Background: an optimization exercise with open tools, aiming at small area, a short achievable clock period and few clock cycles. Do not read the settings as production practice. In this exercise RTL edits were held to simulation tests only and were not proved equivalent to the original. No activity file was given, so power comes from the tool's default toggle rates.

==> flow/design.v <==
module demosaic(clk, reset, in_en, data_in, wr_r, addr_r, wdata_r, rdata_r, wr_g, addr_g, wdata_g, rdata_g, wr_b, addr_b, wdata_b, rdata_b, done);
input clk;
input reset;
input in_en;
input [7:0] data_in;
output reg wr_r;
output reg [13:0] addr_r;
output reg [7:0] wdata_r;
input [7:0] rdata_r;
output reg wr_g;
output reg [13:0] addr_g;
output reg [7:0] wdata_g;
input [7:0] rdata_g;
output reg wr_b;
output reg [13:0] addr_b;
output reg [7:0] wdata_b;
input [7:0] rdata_b;
output reg done;
reg        fill;
reg [13:0] cnt;           
reg [6:0]  r;             
reg [7:0]  q;             
reg [1:0]  ph;            
reg        first;         
reg [7:0]  xq;            
reg [9:0]  p;             
reg [8:0]  yq, yq_prev;   
reg [7:0]  xn;            
wire       odd   = r[0];
wire [7:0] rd_v  = odd ? rdata_r : rdata_b;
wire [7:0] rd_h  = odd ? rdata_b : rdata_r;
wire [6:0] rm1 = r - 7'd1;
wire [6:0] rp1 = r + 7'd1;
wire [6:0] qc  = q[6:0];
wire [6:0] qm2 = qc - 7'd2;
wire [6:0] qm1 = qc - 7'd1;
wire [6:0] qp1 = qc + 7'd1;
wire       last  = q[7];
wire [6:0] r_n   = last ? rp1 : r;
wire [7:0] q_n   = last ? {7'd0, rp1[0]} : q + 8'd2;
wire       odd_n = r_n[0];
wire [9:0] g_sum  = p + {2'b0, rdata_g};
wire [9:0] v_sum  = {1'b0, yq_prev} + {1'b0, yq};
wire [8:0] h_sum  = {1'b0, xn} + {1'b0, rd_h};
reg        v_wr, h_wr;
reg [13:0] v_addr, h_addr;
reg [7:0]  v_wdata, h_wdata;
always @(*) begin
    v_wr = 1'b0; h_wr = 1'b0;
    v_addr = {rm1, qc}; h_addr = {r, qp1};
    v_wdata = 8'd0; h_wdata = h_sum[8:1];
    case (ph)
        2'd0: begin
            v_addr = {rp1, qc};
            h_wr = !first; h_addr = {r, qc};
        end
        2'd1: begin
            v_wr = !first; v_addr = {r, qm2}; v_wdata = yq_prev[8:1];
        end
        2'd2: begin
            v_wr = !first; v_addr = {r, qm1}; v_wdata = v_sum[9:2];
        end
        default: begin
            v_addr = {(last ? r : rm1), q_n[6:0]};
            h_addr = {r_n, q_n[6:0] + 7'd1};
        end
    endcase
end
always @(posedge clk) begin
    if (reset) begin
        fill <= 1'b0;
        cnt <= 14'd0;
        r <= 7'd0;
        q <= 8'd0;
        ph <= 2'd0;
        first <= 1'b1;
        done <= 1'b0;
        wr_r <= 1'b0;
        wr_g <= 1'b0;
        wr_b <= 1'b0;
        addr_r <= 14'd0;
        addr_g <= 14'd0;
        addr_b <= 14'd0;
    end else if (!fill) begin
        wr_r <= 1'b0;
        wr_g <= 1'b0;
        wr_b <= 1'b0;
        if (in_en) begin
            addr_r <= cnt;
            addr_g <= cnt;
            addr_b <= cnt;
            wdata_r <= data_in;
            wdata_g <= data_in;
            wdata_b <= data_in;
            case ({cnt[7], cnt[0]})
                2'b00, 2'b11: wr_g <= 1'b1;
                2'b01: wr_r <= 1'b1;
                default: wr_b <= 1'b1;
            endcase
            cnt <= cnt + 14'd1;
            if (cnt == 14'h3fff) begin
                fill <= 1'b1;
                ph <= 2'd3;
                r <= 7'd127;
                q <= 8'h80;
            end
        end
    end else if (!done) begin
        ph <= ph + 2'd1;
        case (ph)
            2'd0: begin
                xq <= rdata_g;
                wdata_g <= g_sum[9:2];
                wr_g <= !first;
                addr_g <= {r, qm1};
            end
            2'd1: begin
                wr_g <= 1'b0;
                addr_g <= {rm1, qp1};
            end
            2'd2: begin
                p <= {2'b0, xq} + {2'b0, rdata_g};
                addr_g <= {rp1, qp1};
            end
            default: begin
                p <= g_sum;
                wr_g <= 1'b0;
                addr_g <= {r_n, q_n[6:0]};
            end
        endcase
        case (ph)
            2'd0: begin
                yq_prev <= yq;
                yq <= {1'b0, rd_v};
                xn <= rd_h;
            end
            2'd1: yq <= yq + {1'b0, rd_v};
            default: ;
        endcase
        if (ph == 2'd3) begin
            q <= q_n;
            r <= r_n;
            first <= last;
            if (last && r == 7'd127 && !first) done <= 1'b1;
        end
        if ((ph == 2'd3) ? odd_n : odd) begin
            wr_r <= v_wr; addr_r <= v_addr; if (v_wr) wdata_r <= v_wdata;
            wr_b <= h_wr; addr_b <= h_addr; if (h_wr) wdata_b <= h_wdata;
        end else begin
            wr_b <= v_wr; addr_b <= v_addr; if (v_wr) wdata_b <= v_wdata;
            wr_r <= h_wr; addr_r <= h_addr; if (h_wr) wdata_r <= h_wdata;
        end
        if (ph == 2'd3 && last && r == 7'd127 && !first) begin
            wr_r <= 1'b0; wr_g <= 1'b0; wr_b <= 1'b0;
        end
    end
end
endmodule
==> flow/run.sh <==
#!/bin/bash
# synth_recipe.tcl (not shown) runs the flow's synth.tcl, then flattens the netlist and writes it again
# the make line also repeats each setting of config.mk as NAME=value (left out here)
make -C /OpenROAD-flow-scripts/flow DESIGN_CONFIG=/design/flow/config.mk WORK_HOME=/design/flow/orfs CLKGATE_MAP_FILE= SYNTH_SCRIPT=/design/flow/synth_recipe.tcl finish
==> flow/config.mk <==
export PLATFORM = sky130hd
export DESIGN_NAME = demosaic
export DESIGN_NICKNAME = demosaic
export VERILOG_FILES = /design/flow/design.v
export SDC_FILE = /design/flow/constraint.sdc
export NUM_CORES = 4
export LEC_CHECK = 0
export CAP_MARGIN = 20
export CORE_MARGIN = 2
export CORE_UTILIZATION = 40
export PLACE_DENSITY = 0.6
export SLEW_MARGIN = 20
==> flow/constraint.sdc <==
create_clock -name core_clock -period 5.0 [get_ports {clk}]
set_input_delay 1.0000 -clock core_clock [delete_from_list [all_inputs] [get_ports {clk}]]
set_output_delay 1.0000 -clock core_clock [all_outputs]
set_load 0.01 [all_outputs]
==> results of run 1 <==
-- routing by layer --
layer / part of all wire, % / wire, µm
met5: 0 / 0
met4: 1.5 / 450
met3: 7.2 / 2230
met2: 44 / 13500
met1: 47 / 14600
-- cells by family (layout without fill, tap and decap cells) --
logic type      count (synthesis)  in the layout  share of synthesized area [%]
flops                         147            147                           36.5
fa+ha+maj                      58             58                           7.62
mux                            50             50                           5.49
simple gates                  380            380                           18.3
xor+xnor                       48             48                           4.32
compound gates                337            337                           23.0
buf+inv                       113            195                           4.68
-- Yosys cell counts (15+ instances only) --
cell type and instances:
clkbuf_1 39, a21oi_1 84, ha_1 54, a31oi_1 18, mux2_2 35, xnor2_1 27
nand2_1 108, nor3_1 25, nor2_1 120, nand3_1 36, a211oi_1 19, a21o_1 20
buf_2 24, dfxtp_1 79, o21ai_0 60, xor2_1 20, inv_1 32, edfxtp_1 68
mux2i_1 15
-- final cells by class --
cell class                 instances  share of cell area [%]
multi-input combinational        873                    49.5
tap                              324                    3.43
sequential                       147                    30.7
clock inverter                    12                   0.880
timing repair buffer             127                    10.2
inverter                          36                    1.14
clock buffer                      20                    4.14
-- worst paths after layout --
kind              slack, ns       start  cells past startpoint         end
setup / recovery       1.40       ph[0]                      8   addr_b[3]
hold / removal         0.48  addr_b[11]                      2  addr_b[11]
setup reg to reg       1.40       ph[0]                      8   addr_b[3]
hold reg to reg        0.48  addr_b[11]                      2  addr_b[11]
-- sequential cells by signal, summed over array words and instances (netlist names), 2 cells and up --
signal	cells
addr_b	14
addr_g	14
addr_r	14
cnt	14
p	10
yq	9
yq_prev	9
q	8
wdata_b	8
wdata_g	8
wdata_r	8
xn	8
xq	8
r	7
ph	2
-- where the power goes --
group	internal [mW]	switching [mW]	total [mW]
registers	1.28	0.0129	1.29
logic	0.122	0.133	0.255
clock network	0.725	0.580	1.31
total	2.13	0.726	2.85
-- metrics by stage --
stage / worst slack, ns / area [µm²] / power, mW / hold slack, ns
3_5_place_dp: 1.24 / 11200 / 1.57 / 0.475
5_1_grt: 1.25 / 11800 / 2.94 / 0.497
4_1_cts: 1.38 / 11800 / 2.87 / 0.484
6_report: 1.40 / 11800 / 2.85 / 0.483
3_3_place_gp: 1.25 / 11200 / 1.57 / 0.468
2_1_floorplan: 1.81 / 9920 / 1.46 / 0.464
-- worst max-delay path: stages (launching register included) --
cell and delay, ns:
dfxtp_1 0.33, inv_1 0.11, ha_1 0.77, clkinv_1 0.96
a21o_1 0.39, o2111a_1 0.14, o31a_1 0.29, mux2_2 0.28
a211oi_1 0.24
==> summary.txt, run 1 <==
post-route minimum period 3.60 ns; leak pwr 4.31 nW; post-synthesis cell area 9920 µm²; Seq/Total Area, Yosys 36.5%; worst hold path class register to register; GRT met2 Usage between 30% and 40%; Total Routing Usage GR 23.7%; global-route wire length before repair 48.8 mm; cell accounting for the most synthesized area edfxtp_1; setup bufs post-CTS 0; die footprint ~26000 µm²; CTS root buf clkbuf_16; clock skew 0.00906 ns; Startpoint Class register; fmax 278 MHz; FF+latch area roughly 3600 µm²; Yosys top cell area share 20.6%; CP Capture Type register; Synth Net Count roughly 1.2k; EDFF count, synth 68; CTS-repair resized insts 0; H-Tree Depth 4; routed len/inst approximately 20 µm; Rows 57; Worst-Skew Late Latency 0.43 ns; Synth cell types 79; required time of the critical path 5.34 ns; CTS tree yes; GR Layer Usage met3 4.11%; Die Span Y 161 µm; dominant synthesized flop cell dfxtp_1; Pre-antenna DRT Iters 6; # DRC 0; vias per cell 6.01; CTS Buffer Depth 2; Diodes inserted 0; final hold violations 0; share of cells above drive strength 1 9.55%; Core Area 24300 µm²; 1st-iter DRT viols 871; input/output buffers 104; commonest non-fill, non-tap cells in the layout 119 x nor2_1, 108 x nand2_1, 103 x clkdlybuf4s50_1; pin count of the biggest net entering global routing a little under 50; final setup vio count 0; initial antenna violation count 0; vias in the first global route 8436; I/O pin cnt 105; CTS Buf Count 17; Worst slew margin 31.1%; ranking of synthesized cells by area edfxtp_1 21%, dfxtp_1 16%, ha_1 6.8%, nor2_1 4.5%, a21oi_1 4.2%; Worst-Margin Slew 1.03 ns; post-synthesis register bit count 147; Initial Util 40.8%; crit path kind register to register; post-synthesis cell count 1133; die width ~160 µm; crit share post-route approximately 70%; hpwl dp 22.1 mm; clock transition at the registers of the reported paths 0.07 ns; crit path DAT a little under 4 ns; Max IR drop VDD 0.185 mV; YS warnings 1; unrepaired setup endpoints after global routing no; hold buffer count at CTS 0; Mean Syn Cell Area 8.75 µm²; asr flop ratio synth 0%; maxcap violations 0; multi-input logic area approximately 5800 µm²; status finished clean; Worst Path Max Fanout 19; commonest non-fill, non-tap cell in the layout nor2_1; Finished Core Util 48.6%; DR vias 9250; area delta synth->final 19.1%; pwr dens 242 nW/µm²; GR peak layer met2; final WL 30.8 mm; Cells after DPL 1506; Final Max Slew Viols 0; Total Neg Setup Slack 0 ns; number of fill cells 2334; RePlAce Congestion roughly 0.9; non-filler cells, final 1539; met1 global-route usage about a third; Final nets 1295; grt ovf 0; clock sink total between 100 and 150; Post-DRT Antenna Nets 0
Testbench counts, summed over its fixed seeds: cycles 794,640.
==> inputs of run 2 (changes only) <==
--- a/flow/design.v
+++ b/flow/design.v
@@ -17,7 +17,6 @@
 input [7:0] rdata_b;
 output reg done;
 reg        fill;
-reg [13:0] cnt;           
 reg [6:0]  r;             
 reg [7:0]  q;             
 reg [1:0]  ph;            
@@ -48,7 +47,7 @@
 always @(*) begin
     v_wr = 1'b0; h_wr = 1'b0;
     v_addr = {rm1, qc}; h_addr = {r, qp1};
-    v_wdata = 8'd0; h_wdata = h_sum[8:1];
+    v_wdata = v_sum[9:2]; h_wdata = h_sum[8:1];
     case (ph)
         2'd0: begin
             v_addr = {rp1, qc};
@@ -58,7 +57,7 @@
             v_wr = !first; v_addr = {r, qm2}; v_wdata = yq_prev[8:1];
         end
         2'd2: begin
-            v_wr = !first; v_addr = {r, qm1}; v_wdata = v_sum[9:2];
+            v_wr = !first; v_addr = {r, qm1};
         end
         default: begin
             v_addr = {(last ? r : rm1), q_n[6:0]};
@@ -69,7 +68,6 @@
 always @(posedge clk) begin
     if (reset) begin
         fill <= 1'b0;
-        cnt <= 14'd0;
         r <= 7'd0;
         q <= 8'd0;
         ph <= 2'd0;
@@ -82,35 +80,32 @@
         addr_g <= 14'd0;
         addr_b <= 14'd0;
     end else if (!fill) begin
-        wr_r <= 1'b0;
-        wr_g <= 1'b0;
-        wr_b <= 1'b0;
+        addr_r <= {r, qc};
+        addr_g <= {r, qc};
+        addr_b <= {r, qc};
+        wdata_r <= data_in;
+        wdata_g <= data_in;
+        wdata_b <= data_in;
+        wr_g <= in_en & (r[0] == qc[0]);
+        wr_r <= in_en & !r[0] & qc[0];
+        wr_b <= in_en & r[0] & !qc[0];
         if (in_en) begin
-            addr_r <= cnt;
-            addr_g <= cnt;
-            addr_b <= cnt;
-            wdata_r <= data_in;
-            wdata_g <= data_in;
-            wdata_b <= data_in;
-            case ({cnt[7], cnt[0]})
-                2'b00, 2'b11: wr_g <= 1'b1;
-                2'b01: wr_r <= 1'b1;
-                default: wr_b <= 1'b1;
-            endcase
-            cnt <= cnt + 14'd1;
-            if (cnt == 14'h3fff) begin
-                fill <= 1'b1;
-                ph <= 2'd3;
-                r <= 7'd127;
-                q <= 8'h80;
+            q[6:0] <= qp1;
+            if (qc == 7'd127) begin
+                if (r == 7'd127) begin
+                    fill <= 1'b1;
+                    ph <= 2'd3;
+                    q <= 8'h80;
+                end else
+                    r <= rp1;
             end
         end
     end else if (!done) begin
         ph <= ph + 2'd1;
+        wdata_g <= g_sum[9:2];
         case (ph)
             2'd0: begin
                 xq <= rdata_g;
-                wdata_g <= g_sum[9:2];
                 wr_g <= !first;
                 addr_g <= {r, qm1};
             end
@@ -144,11 +139,11 @@
             if (last && r == 7'd127 && !first) done <= 1'b1;
         end
         if ((ph == 2'd3) ? odd_n : odd) begin
-            wr_r <= v_wr; addr_r <= v_addr; if (v_wr) wdata_r <= v_wdata;
-            wr_b <= h_wr; addr_b <= h_addr; if (h_wr) wdata_b <= h_wdata;
+            wr_r <= v_wr; addr_r <= v_addr; wdata_r <= v_wdata;
+            wr_b <= h_wr; addr_b <= h_addr; wdata_b <= h_wdata;
         end else begin
-            wr_b <= v_wr; addr_b <= v_addr; if (v_wr) wdata_b <= v_wdata;
-            wr_r <= h_wr; addr_r <= h_addr; if (h_wr) wdata_r <= h_wdata;
+            wr_b <= v_wr; addr_b <= v_addr; wdata_b <= v_wdata;
+            wr_r <= h_wr; addr_r <= h_addr; wdata_r <= h_wdata;
         end
         if (ph == 2'd3 && last && r == 7'd127 && !first) begin
             wr_r <= 1'b0; wr_g <= 1'b0; wr_b <= 1'b0;
--- a/flow/config.mk
+++ b/flow/config.mk
@@ -5,8 +5,10 @@
 export SDC_FILE = /design/flow/constraint.sdc
 export NUM_CORES = 4
 export LEC_CHECK = 0
+export ABC_CLOCK_PERIOD_IN_PS = 2500
 export CAP_MARGIN = 20
 export CORE_MARGIN = 2
 export CORE_UTILIZATION = 40
 export PLACE_DENSITY = 0.6
+export SETUP_SLACK_MARGIN = 2.5
 export SLEW_MARGIN = 20
==> run 2 against run 1 <==
Against the previous run:
- worst hold slack worse by 0.0086 ns
- worst setup slack better by 0.92 ns
- critical endpoint is now yq[8]
- die area down 3.7%
- synthesized area down 3.8%
- register-to-register slack better by 0.98 ns
- final area up 3.5%
- first-iteration DRC count down 2.9%
- power down 3.0%
- fmax up 34%
- synthesized cell count down 3.2%
- sequential share of layout area down 3.2 points
- largest cell class unchanged
- utilization up 3.5 points
==> summary.txt, run 2 <==
die footprint 25100 µm² (was 26100 µm²); post-synthesis adder-cell area fraction 7.66% (was 7.62%); 1st-iter DRT viols 846 (was 871); clock skew 0.0119 ns (was 0.00906 ns); final setup vio count 0 (unchanged); post-route minimum period 2.68 ns (was 3.60 ns); FF+latch area 3360 µm² (was 3620 µm²); Synth cell types 88 (was 79); global-route wire length before repair 45.9 mm (was 48.8 mm); Worst-Skew Late Latency 0.43 ns (about the same); leak pwr 4.41 nW (was 4.31 nW); Total Routing Usage GR 23.8% (was 23.7%); worst r2r path cells 10 (was 8); Seq/Total Area, Yosys 35.0% (was 36.5%); post-synthesis simple-gate area fraction 16.4% (was 18.3%); post-route setup slack 2.32 ns (was 1.40 ns); Combinational Power Share 11.3% (was 8.9%); maxcap violations 0 (unchanged); CTS root buf clkbuf_16 (unchanged); CTS tree yes (unchanged); Startpoint Class primary input (was register); commonest non-fill, non-tap cell in the layout nor2_1 (unchanged); grt ovf 0 (unchanged); routed len/inst 19.6 µm (was 20.0 µm); CP Capture Type register (unchanged); commonest non-fill, non-tap cells in the layout 97 x nor2_1, 95 x a21oi_1, 94 x nand2_1 (was 119 x nor2_1, 108 x nand2_1, 103 x clkdlybuf4s50_1); share of cells above drive strength 1 19.6% (was 9.55%); clock sink total 133 (was 147); asr flop ratio synth 0% (unchanged); Post-DRT Antenna Nets 0 (unchanged); pwr dens 226 nW/µm² (was 242 nW/µm²); required time of the critical path 5.25 ns (was 5.34 ns); unrepaired setup endpoints after global routing yes (was no); ranking of synthesized cells by area edfxtp_1 21%, dfxtp_1 14%, ha_1 6.8%, a21oi_1 5.2%, nor2_1 4.0% (was edfxtp_1 21%, dfxtp_1 16%, ha_1 6.8%, nor2_1 4.5%, a21oi_1 4.2%); post-synthesis cell area 9540 µm² (was 9920 µm²); Hold Path Depth 2 (unchanged); Yosys top cell area share 21.4% (was 20.6%); Worst-Margin Slew 0.929 ns (was 1.03 ns); YS warnings 1 (unchanged); Synth Area in Compound Gates 25.7% (was 23.0%); Psw 705 µW (was 726 µW); Final nets 1280 (was 1295); top flop regs addr_b x14, addr_g x14, addr_r x14; Commonest cells post-synth 102 x nor2_1, 100 x a21oi_1, 96 x nand2_1, 68 x edfxtp_1, 65 x dfxtp_1 (was 120 x nor2_1, 108 x nand2_1, 84 x a21oi_1, 79 x dfxtp_1, 68 x edfxtp_1); Rows 56 (was 57); EDFF count, synth 68 (unchanged); crit share post-route 53.5% (was 71.9%); Max IR drop VDD 0.183 mV (was 0.185 mV); vias in the first global route 8164 (was 8436); CTS Buf Count 17 (unchanged); clock transition at the registers of the reported paths 0.06 ns (was 0.07 ns); multiplexer area fraction after synthesis 5.80% (was 5.49%); final hold violations 0 (unchanged); Worst slew margin 37.7% (was 31.1%); RePlAce Congestion 0.833 (was 0.923); power share of the sequential group 42.7% (was 45.3%); hpwl dp 20.0 mm (was 22.1 mm); clock share of power 46.0% (was 45.8%); post-synthesis cell count 1097 (was 1133); Synth Net Count 1188 (was 1226); # DRC 0 (unchanged); Place WS 1.50 ns (was 1.24 ns); Worst Path Max Fanout 2 (was 19); hold buffer count at CTS 0 (unchanged); worst hold path class register to register (unchanged); crit path kind primary input to register (was register to register); cell accounting for the most synthesized area edfxtp_1 (unchanged); crit path DAT 2.92 ns (was 3.94 ns); pin count of the biggest net entering global routing 58 (was 49); Pre-antenna DRT Iters 5 (was 6); Core Area 23500 µm² (was 24300 µm²); CTS Buffer Depth 2 (unchanged); multi-input logic area 6290 µm² (was 5840 µm²); DR vias 8884 (was 9250); Initial Util 40.6% (was 40.8%); Mean Syn Cell Area 8.70 µm² (was 8.75 µm²); vias per cell 5.84 (was 6.01); largest family of logic cells by synthesized area compound AO/OA/AOI/OAI gates (unchanged); Sw Share 25.5% (was 25.4%); Total Neg Setup Slack 0 ns (unchanged); Cell Int Power 2.06 mW (was 2.13 mW); die width 158 µm (was 161 µm); status finished clean (unchanged); final WL 29.8 mm (was 30.8 mm); Die Span Y 158 µm (was 161 µm); number of fill cells 2092 (was 2334); area delta synth->final 28.0% (was 19.1%); Post-Synth XOR/XNOR Area 4.01% (was 4.32%); Final Max Slew Viols 0 (unchanged); fmax 374 MHz (was 278 MHz); input/output buffers 104 (unchanged); I/O pin cnt 105 (unchanged); post-synthesis register bit count 133 (was 147); dominant synthesized flop cell edfxtp_1 (was dfxtp_1); Diodes inserted 0 (unchanged); most numerous cell in the Yosys netlist nor2_1 (unchanged); initial antenna violation count 0 (unchanged); H-Tree Depth 4 (unchanged)
## run 2: cell types whose count changed in the layout (fill, tap and decap cells not counted), sizes merged, moves of 8 or more
cell	before	now
buf	24	61
clkdlybuf4s50	103	85
nor2	120	102
a21oi	84	101
dfxtp	79	65
nand2	108	99
a22o	10	2
nand4	15	7
## run 2: repair_timing
item,4_1_cts,5_1_grt
setup endpoints to repair,118,103
endpoints found under the hold margin,0,0
pin swaps,31,34
setup buffers,18,13
cloned,2,1
gates resized for setup,100,48
## run 2: path summary, 6_finish.rpt
check	startpoint	end	slack, ns
hold / removal	addr_b[0]	addr_b[0]	0.47
hold reg to reg	addr_b[0]	addr_b[0]	0.47
setup / recovery	rdata_b[0]	yq[8]	2.32
setup reg to reg	r[0]	yq[8]	2.38
## run 2: power groups by stage
stage	Combinational, mW	Clock, mW	Sequential (mW)
after floorplan	0.181	0	1.20
after global placement	0.281	0	1.21
after detailed placement	0.286	0	1.21
after CTS	0.300	1.29	1.18
after global routing	0.340	1.34	1.18
final	0.313	1.27	1.18
## run 2: final cells by class
| type | instances | area share, % |
|---|---|---|
| Multi-Input combinational cell | 845 | 51.5 |
| Sequential cell | 133 | 27.5 |
| Timing Repair Buffer | 153 | 11.7 |
| Clock buffer | 18 | 3.51 |
| Tap cell | 319 | 3.27 |
| Clock inverter | 13 | 1.24 |
| Inverter | 38 | 1.23 |
| Timing Repair inverter | 1 | 0.0410 |
## run 2: worst max-delay path: stages
cell,delay [ns]
buf_6,0.09
mux2_4,0.29
ha_4,0.17
fa_2,0.35
a21o_1,0.17
a21oi_2,0.16
o21bai_2,0.12
a2111oi_4,0.36
o311ai_2,0.13
o41ai_2,0.07
## run 2: layer usage
layer	up-vias	GRT usage (%)	share of wire (%)
met3	26	3.38	6.7
met5	-	0	0
met4	0	5.96	1.2
li1	4275	-	-
met1	4267	34.7	46
met2	316	37.2	46
## run 2: through the flow
| stage | cell area (µm²) | cells | utilization [%] | hold WS, ns | power [mW] |
|---|---|---|---|---|---|
| after CTS | 11900 | 1506 | 50.6 | 0.481 | 2.77 |
| final | 12200 | 1520 | 52.0 | 0.474 | 2.77 |
| after global routing | 12200 | 1520 | 52.0 | 0.505 | 2.86 |
| after floorplan | 9700 | 1097 | - | 0.460 | 1.38 |
| after detailed placement | 10900 | 1455 | 46.5 | 0.472 | 1.49 |
| after global placement | 10900 | 1455 | 46.5 | 0.471 | 1.49 |
## run 2: logic make-up (layout without fill, tap and decap cells)
group                    count (synthesis)  in the layout
flip-flops                             133            133
AO/OA/AOI/OAI                          364            364
buffers and inverters                  121            223
XOR/XNOR                                42             44
adder cells (fa/ha/maj)                 56             56
AND/OR/NAND/NOR                        330            330
multiplexers                            51             51
Testbench counts of run 2, summed over its fixed seeds: cycles 794,640.
==> inputs of run 3 (changes only) <==
==> flow/config.mk (replaced) <==
export PLATFORM = sky130hd
export DESIGN_NAME = demosaic
export DESIGN_NICKNAME = demosaic
export VERILOG_FILES = /design/flow/design.v
export SDC_FILE = /design/flow/constraint.sdc
export NUM_CORES = 4
export LEC_CHECK = 0
export CAP_MARGIN = 20
export CORE_MARGIN = 2
export CORE_UTILIZATION = 40
export PLACE_DENSITY = 0.6
export SLEW_MARGIN = 20
==> run 3 against run 2 <==
Against the previous run:
- count of clock-buffer cells in the layout decreased by 1
- sequential power hardly changed
- worst hold slack improved by 0.011 ns
- global-route usage fell by 0.65 points
- sequential cell count unchanged
- clock power rose by 6%
- die area stayed put
- sequential share of layout area grew 1.9 points
- first-iteration DRC count up 5.1%
- cell count fell by 2.4%
- wire length is 4.3% lower
- clock skew about the same
- critical endpoint unchanged
- highest routed layer unchanged
==> summary.txt, run 3 <==
Worst-Skew Late Latency 0.44 ns (was 0.43 ns); power share of the sequential group 42.3% (was 42.7%); I/O pin cnt 105 (unchanged); final hold violations 0 (unchanged); leak pwr 4.15 nW (was 4.41 nW); Combinational Power Share 9.8% (was 11.3%); asr flop ratio synth 0% (unchanged); required time of the critical path 5.26 ns (was 5.25 ns); CTS Buf Count 17 (unchanged); Cell Int Power 2.13 mW (was 2.06 mW); Initial Util 40.6% (unchanged); pwr dens 246 nW/µm² (was 226 nW/µm²); pin count of the biggest net entering global routing 82 (was 58); CTS tree yes (unchanged); Critical Path End yq[8] (unchanged); final setup vio count 0 (unchanged); Post-DRT Antenna Nets 0 (unchanged); unrepaired setup endpoints after global routing no (was yes); Core Area 23500 µm² (unchanged); Synth cell types 88 (unchanged); crit share post-route 68.7% (was 53.5%); status finished clean (unchanged); vias per cell 5.83 (was 5.84); Synth Net Count 1188 (unchanged); Worst Setup SP rdata_r[0] (was rdata_b[0]); EDFF count, synth 68 (unchanged); fmax 291 MHz (was 374 MHz); Max IR drop VDD 0.222 mV (was 0.183 mV); CTS root buf clkbuf_16 (unchanged); worst hold path class register to register (unchanged); dominant synthesized flop cell edfxtp_1 (unchanged); crit path kind primary input to register (unchanged); Startpoint Class primary input (unchanged); hpwl dp 19.8 mm (was 20.0 mm); Rows 56 (unchanged); most numerous cell in the Yosys netlist nor2_1 (unchanged); post-route minimum period 3.43 ns (was 2.68 ns); Cell Chain, Critical Path clkdlybuf4s50_1 -> mux2_2 -> ha_1 -> fa_1 -> a21o_1 -> a21oi_1 -> o21bai_1 -> a2111oi_0 -> o311ai_0 -> o41ai_1 (was buf_6 -> mux2_4 -> ha_4 -> fa_2 -> a21o_1 -> a21oi_2 -> o21bai_2 -> a2111oi_4 -> o311ai_2 -> o41ai_2); CP Capture Type register (unchanged); Worst R2R Start r[0] (unchanged); Final nets 1245 (was 1280); clock transition at the registers of the reported paths 0.06 ns (about the same); worst r2r path cells 9 (was 10); area delta synth->final 19.3% (was 28.0%); vias in the first global route 8163 (was 8164); commonest non-fill, non-tap cells in the layout 103 x clkdlybuf4s50_1, 100 x nor2_1, 100 x a21oi_1 (was 97 x nor2_1, 95 x a21oi_1, 94 x nand2_1); post-route setup slack 1.57 ns (was 2.32 ns); DR vias 8651 (was 8884); Place WS 1.14 ns (was 1.50 ns); hold buffer count at CTS 0 (unchanged); ranking of synthesized cells by area edfxtp_1 21%, dfxtp_1 14%, ha_1 6.8%, a21oi_1 5.2%, nor2_1 4.0% (unchanged); FF+latch area 3340 µm² (was 3360 µm²); reg-to-reg endpoint yq[8] (unchanged); post-synthesis cell count 1097 (unchanged); H-Tree Depth 4 (unchanged); CTS-repair resized insts 0 (was 100); Worst-Margin Slew 0.977 ns (was 0.929 ns); top flop regs addr_b x14, addr_g x14, addr_r x14 (unchanged); grt ovf 0 (unchanged); global-route wire length before repair 44.7 mm (was 45.9 mm); Crit-path slowest cell a2111oi_0 (was a2111oi_4); maxcap violations 0 (unchanged); Yosys top cell area share 21.4% (unchanged); # DRC 0 (unchanged); CTS Buffer Depth 2 (unchanged); cell accounting for the most synthesized area edfxtp_1 (unchanged); crit path DAT 3.69 ns (was 2.92 ns); die footprint 25100 µm² (unchanged); routed len/inst 19.2 µm (was 19.6 µm); Total Neg Setup Slack 0 ns (unchanged); Diodes inserted 0 (unchanged); Worst Path Max Fanout 2 (unchanged); clock skew 0.0119 ns (about the same); input/output buffers 104 (unchanged); Die Span Y 158 µm (unchanged); number of fill cells 2251 (was 2092); RePlAce Congestion 0.867 (was 0.833); Worst slew margin 34.8% (was 37.7%); post-synthesis cell area 9540 µm² (unchanged); setup bufs post-CTS 0 (was 18); 1st-iter DRT viols 889 (was 846); FF-to-FF setup slack 1.77 ns (was 2.38 ns); Seq/Total Area, Yosys 35.0% (unchanged); YS warnings 1 (unchanged); die width 158 µm (unchanged); multi-input logic area 5720 µm² (was 6290 µm²); total power 2.80 mW (was 2.77 mW); commonest non-fill, non-tap cell in the layout clkdlybuf4s50_1 (was nor2_1); Sw Share 23.9% (was 25.5%); Mean Syn Cell Area 8.70 µm² (unchanged); Total Routing Usage GR 23.2% (was 23.8%); share of cells above drive strength 1 9.70% (was 19.6%); initial antenna violation count 0 (unchanged); clock sink total 133 (unchanged); clock share of power 47.9% (was 46.0%); Commonest cells post-synth 102 x nor2_1, 100 x a21oi_1, 96 x nand2_1, 68 x edfxtp_1, 65 x dfxtp_1 (unchanged); final WL 28.5 mm (was 29.8 mm); post-synthesis register bit count 133 (unchanged); Psw 667 µW (was 705 µW); slowest stage delay, CP 0.53 ns (was 0.36 ns); Pre-antenna DRT Iters 5 (unchanged); Final Max Slew Viols 0 (unchanged)
[run 3: cell counts after synthesis]
Identical to the previous run, type by type.
[run 3: power groups by stage]
stage | sequential, mW | clock, mW | combinational [mW]
after global routing | 1.18 | 1.40 | 0.303
after floorplan | 1.20 | 0 | 0.172
after CTS | 1.18 | 1.36 | 0.274
after detailed placement | 1.21 | 0 | 0.272
final | 1.18 | 1.34 | 0.274
after global placement | 1.21 | 0 | 0.268
[run 3: per-stage QoR]
stage	instances	util (%)	cell area [µm²]	hold WS, ns
floorplan	1097	-	9540	0.460
global placement	1454	45.8	10800	0.474
detailed placement	1454	45.9	10800	0.476
CTS	1484	48.5	11400	0.485
global route	1484	48.5	11400	0.511
finish	1484	48.5	11400	0.485
[run 3: how the worst min path moves through the flow]
stage	from	endpoint	slack (ns)	depth (start not counted)
2_1_floorplan	first	first	0.46	1
3_3_place_gp	addr_b[7]	addr_b[7]	0.47	2
3_5_place_dp	addr_b[7]	addr_b[7]	0.48	2
4_1_cts	addr_b[7]	addr_b[7]	0.49	2
5_1_grt	addr_r[7]	addr_r[7]	0.51	2
6_report	addr_b[7]	addr_b[7]	0.48	2
[run 3: routing by layer]
layer  track usage (%)  up-vias  wire, µm
met3              4.25       43      1820
li1                  -     4197         -
met4              7.46        0       606
met5                 0        -         0
met2              36.9      305     13100
met1              31.8     4106     13100
[run 3: worst max-delay path, delay by kind of cell]
kind / cells / cell delay, ns
mux: 1 / 0.29
buf+inv: 1 / 0.41
compound gates: 6 / 1.37
fa+ha+maj: 2 / 0.62
[run 3: cell type report]
class / instances / area share [%]
clock inverters: 13 / 1.62
inverters: 38 / 1.25
repair buffers: 121 / 10.2
flip-flops and latches: 133 / 29.4
well taps: 319 / 3.51
multi-input cells: 843 / 50.3
clock buffers: 17 / 3.74
[run 3: cells by family after synthesis]
family	count (synthesis)	share of synthesized area [%]
AO/OA/AOI/OAI	364	25.7
AND/OR/NAND/NOR	330	16.4
flip-flops	133	35.0
buffers and inverters	121	5.42
adder cells (fa/ha/maj)	56	7.66
multiplexers	51	5.80
XOR/XNOR	42	4.01

-- separate check: timing with driven ports --
The results above use ideal ports. As a check the final layouts listed here were re-extracted and re-timed, cells and wires unchanged. Step 1 (the two cells are an assumption about what drives the block):
set clk [get_ports {clk}]
set_driving_cell -lib_cell sky130_fd_sc_hd__clkbuf_16 $clk
set_driving_cell -lib_cell sky130_fd_sc_hd__buf_2 [delete_from_list [all_inputs] $clk]
Step 2 moves the port delays by t, midway between the first and last clock arrival at a register: inputs arrive t later, outputs are due t later. That takes back most of the time a late clock gives input paths. Slacks: no drivers / after step 1 / after step 2; pairs: no drivers / after step 1.
run	t (ns)	slack for setup (ns)	hold slack, ns	cell pins on the clock port's net
run 1	0.475	1.403 / 1.403 / 1.254	0.483 / 0.483 / 0.483	1
run 2	0.474	2.323 / 2.340 / 1.866	0.474 / 0.474 / 0.474	1
run 3	0.484	1.566 / 1.592 / 1.108	0.485 / 0.485 / 0.485	1
After both steps setup and hold are still met in every run listed. For run 3, which loses most, drivers alone change the setup slack by +0.026 ns; drivers and shift together by -0.458 ns.
